From an optimization exercise on the open Yosys and OpenROAD flow, aimed at small area; shortcuts taken in it are not production practice.
The RTL was checked by simulation tests, not by an equivalence proof against the original design.
No activity file was given, so power comes from the tool's default toggle rates.

alpha:
==> flow/design.v (excerpt) <==
module DigitalSystemDesigning(
	clk,
	rst,
	sw,
	state_in,
	row,
	col_r,
	col_g,
	seg_row,
	seg_col
);
For scale: ~560 cells after synthesis, ~47 I/O pins, roughly 0.0045 mm^2 of cells after synthesis.
Settings: LEC_CHECK=0, CAP_MARGIN=20, CORE_MARGIN=2, CORE_UTILIZATION=40, PLACE_DENSITY=0.6, SLEW_MARGIN=20; clock period 5.0 ns.
standard.sh (not shown) runs the stock make flow with config.mk's settings and CLKGATE_MAP_FILE= SYNTH_SCRIPT=/design/flow/synth_recipe.tcl, a recipe that flattens the netlist after the stock synthesis.
==> flow/flow/run.sh <==
#!/bin/bash
# Standard ORFS layout with smaller port buffers and a clock tree of small
# buffers without dummy loads.
set -euo pipefail
export BUFFER_PORTS_ARGS="-buffer_cell sky130_fd_sc_hd__buf_1"
export CTS_ARGS="-sink_clustering_enable -repair_clock_nets -buf_list sky130_fd_sc_hd__clkbuf_4 -dont_use_dummy_load"
bash standard.sh > standard.log 2>&1
For beta, these inputs were changed with respect to alpha:
==> flow/run.sh (new file) <==
#!/bin/bash
# synth_recipe.tcl (not shown) runs the flow's synth.tcl, then flattens the netlist and writes it again
# the make line also repeats each setting of config.mk as NAME=value (left out here)
make -C /OpenROAD-flow-scripts/flow DESIGN_CONFIG=/design/flow/config.mk WORK_HOME=/design/flow/orfs CLKGATE_MAP_FILE= SYNTH_SCRIPT=/design/flow/synth_recipe.tcl finish
removed: flow/flow/run.sh
removed: flow/standard.sh
Notes after the runs:
beta vs. alpha: global placement routability congestion saw a decrease; remaining max-slew budget at the tightest pin saw a decrease; share of layout cells above drive strength 1 saw an increase; global routing met3 resource utilization saw an increase; total power saw an increase. alpha -> beta: routed wire length increased by a few percent.
For gamma, these inputs were changed with respect to beta:
==> flow/flow/run.sh (new file) <==
#!/bin/bash
# ORFS layout (standard.sh) with three changes:
# - synthesis maps logic with an area-oriented ABC script (flow/abc_area.script,
#   selected by ABC_AREA=1 from a private copy of the ORFS scripts folder) and
#   leaves adders to ABC instead of mapping them to half/full adder cells;
#   registers are untouched, so they keep the standard synthesis's names
# - ports are buffered with sky130_fd_sc_hd__buf_1
# - the clock tree uses sky130_fd_sc_hd__clkbuf_8 cells without dummy loads
set -euo pipefail
W=$(pwd)
rm -rf "$W/scripts"
cp -r "$FLOW_HOME/scripts" "$W/scripts"
cp "$W/flow/abc_area.script" "$W/scripts/abc_area.script"
export SCRIPTS_DIR="$W/scripts"
export ABC_AREA=1
export ADDER_MAP_FILE=
export BUFFER_PORTS_ARGS="-buffer_cell sky130_fd_sc_hd__buf_1"
export CTS_ARGS="-sink_clustering_enable -repair_clock_nets -buf_list sky130_fd_sc_hd__clkbuf_8 -dont_use_dummy_load"
bash standard.sh > standard.log 2>&1
==> flow/flow/abc_area.script (new file) <==
strash
balance
rewrite
refactor
balance
rewrite
rewrite -z
balance
refactor -z
rewrite -z
balance
balance
rewrite
refactor
balance
rewrite
rewrite -z
balance
refactor -z
rewrite -z
balance
dch -f
amap
==> flow/standard.sh (new file) <==
#!/bin/bash
# synth_recipe.tcl (not shown) runs the flow's synth.tcl, then flattens the netlist and writes it again
# the make line also repeats each setting of config.mk as NAME=value (left out here)
make -C /OpenROAD-flow-scripts/flow DESIGN_CONFIG=/design/flow/config.mk WORK_HOME=/design/flow/orfs CLKGATE_MAP_FILE= SYNTH_SCRIPT=/design/flow/synth_recipe.tcl "${@:-finish}"
removed: flow/run.sh
## What came out
Relative to beta, gamma improves total die area.
Diff beta -> gamma | met2 layer wire length in the routed design | down by more than 10%
Looking only at routed length per instance, and setting everything else aside, the lower value of gamma and beta goes to gamma.
Modified inputs, delta compared to gamma
==> flow/flow/run.sh <==
#!/bin/bash
# Standard ORFS layout with smaller port buffers, power (size) recovery after
# global routing, and a clock tree of small buffers without dummy loads.
set -euo pipefail
export BUFFER_PORTS_ARGS="-buffer_cell sky130_fd_sc_hd__buf_1"
export RECOVER_POWER=100
export CTS_ARGS="-sink_clustering_enable -repair_clock_nets -buf_list sky130_fd_sc_hd__clkbuf_4 -dont_use_dummy_load"
bash standard.sh > standard.log 2>&1
removed: flow/flow/abc_area.script
The flow for delta finished, though final verification flagged capacitance limit, slew limit. Taking gamma as the reference, in delta number of detailed-route iterations in the first pass higher; actual slew at the worst max-slew pin +0.80 ns. Sort gamma and delta by core area asc -> top: gamma. On placed cell count, the lower figure sits with gamma, not delta. Summary of delta over gamma: critical path depth shrank by 4, setup slack of the critical path after layout shrank by 0.056 ns, minimum clock period after layout grew by 0.056 ns.
Setup changes, delta to epsilon
Settings: CTS_BUF_LIST: unset -> sky130_fd_sc_hd__clkbuf_2 sky130_fd_sc_hd__clkbuf_4.
==> flow/run.sh (new file) <==
#!/bin/bash
# synth_recipe.tcl (not shown) runs the flow's synth.tcl, then flattens the netlist and writes it again
# the make line also repeats each setting of config.mk as NAME=value (left out here)
make -C /OpenROAD-flow-scripts/flow DESIGN_CONFIG=/design/flow/config.mk WORK_HOME=/design/flow/orfs CLKGATE_MAP_FILE= SYNTH_SCRIPT=/design/flow/synth_recipe.tcl finish
removed: flow/flow/run.sh
removed: flow/standard.sh
==> summary.txt <==
epsilon did not stop at any stage, and its layout met the timing, DRC and antenna checks.
Compared with delta, epsilon shows a worst relative slew slack that is 35 points higher.
Row multi-input gate share of total cell area: epsilon lower / delta higher
In epsilon the number of cells on the critical path turned out 4 higher than in delta.
From delta to epsilon the numbers moved as follows: reported combinational group power saw an increase; met2 global-route usage saw a decrease.
Total power after layout in epsilon is about 5% higher than in delta
Critical path launch point: c8d[0] -> epsilon, cur_d[0] -> delta
| static leakage | higher: epsilon |
The setup slack of epsilon is smaller than that of delta.
Compared to delta, the router laid down more metal wire for epsilon.
From delta to epsilon the numbers moved as follows: clock skew shows a reduction of 0.023 ns, sequential share of layout area shows a reduction of 1.9 points.
A slowest library cell on the worst path of sky130_fd_sc_hd__nor3_1 is what delta shows, while sky130_fd_sc_hd__dfxtp_1 belongs to epsilon.

-- separate check: timing with driven ports --
Ports are ideal in the flow. The routed layouts listed here were re-timed in OpenROAD.
Step 1 (the two cells are an assumption about what drives the block):
set clk [get_ports {clk}]
set_driving_cell -lib_cell sky130_fd_sc_hd__clkbuf_16 $clk
set_driving_cell -lib_cell sky130_fd_sc_hd__buf_2 [delete_from_list [all_inputs] $clk]
Step 2 also shifts input and output timing later by t, the mid clock arrival at the registers, as if the neighbouring blocks saw the same clock.
Three values: ideal ports, drivers, drivers and shift; two values: the first two.
| run | t, ns | setup WS [ns] | slew at the worst register clock pin (ns) | cell pins on the clock port's net |
|---|---|---|---|---|
| alpha | 0.445 | 1.397 / 1.368 / 1.813 | 0.12 / 0.12 | 1 |
| beta | 0.381 | 1.106 / 1.072 / 1.453 | 0.08 / 0.08 | 1 |
| gamma | 0.364 | 1.382 / 1.349 / 1.714 | 0.08 / 0.08 | 1 |
| delta | 0.448 | 1.325 / 1.295 / 1.743 | 0.12 / 0.12 | 1 |
| epsilon | 0.447 | 1.013 / 0.984 / 1.431 | 0.12 / 0.12 | 1 |
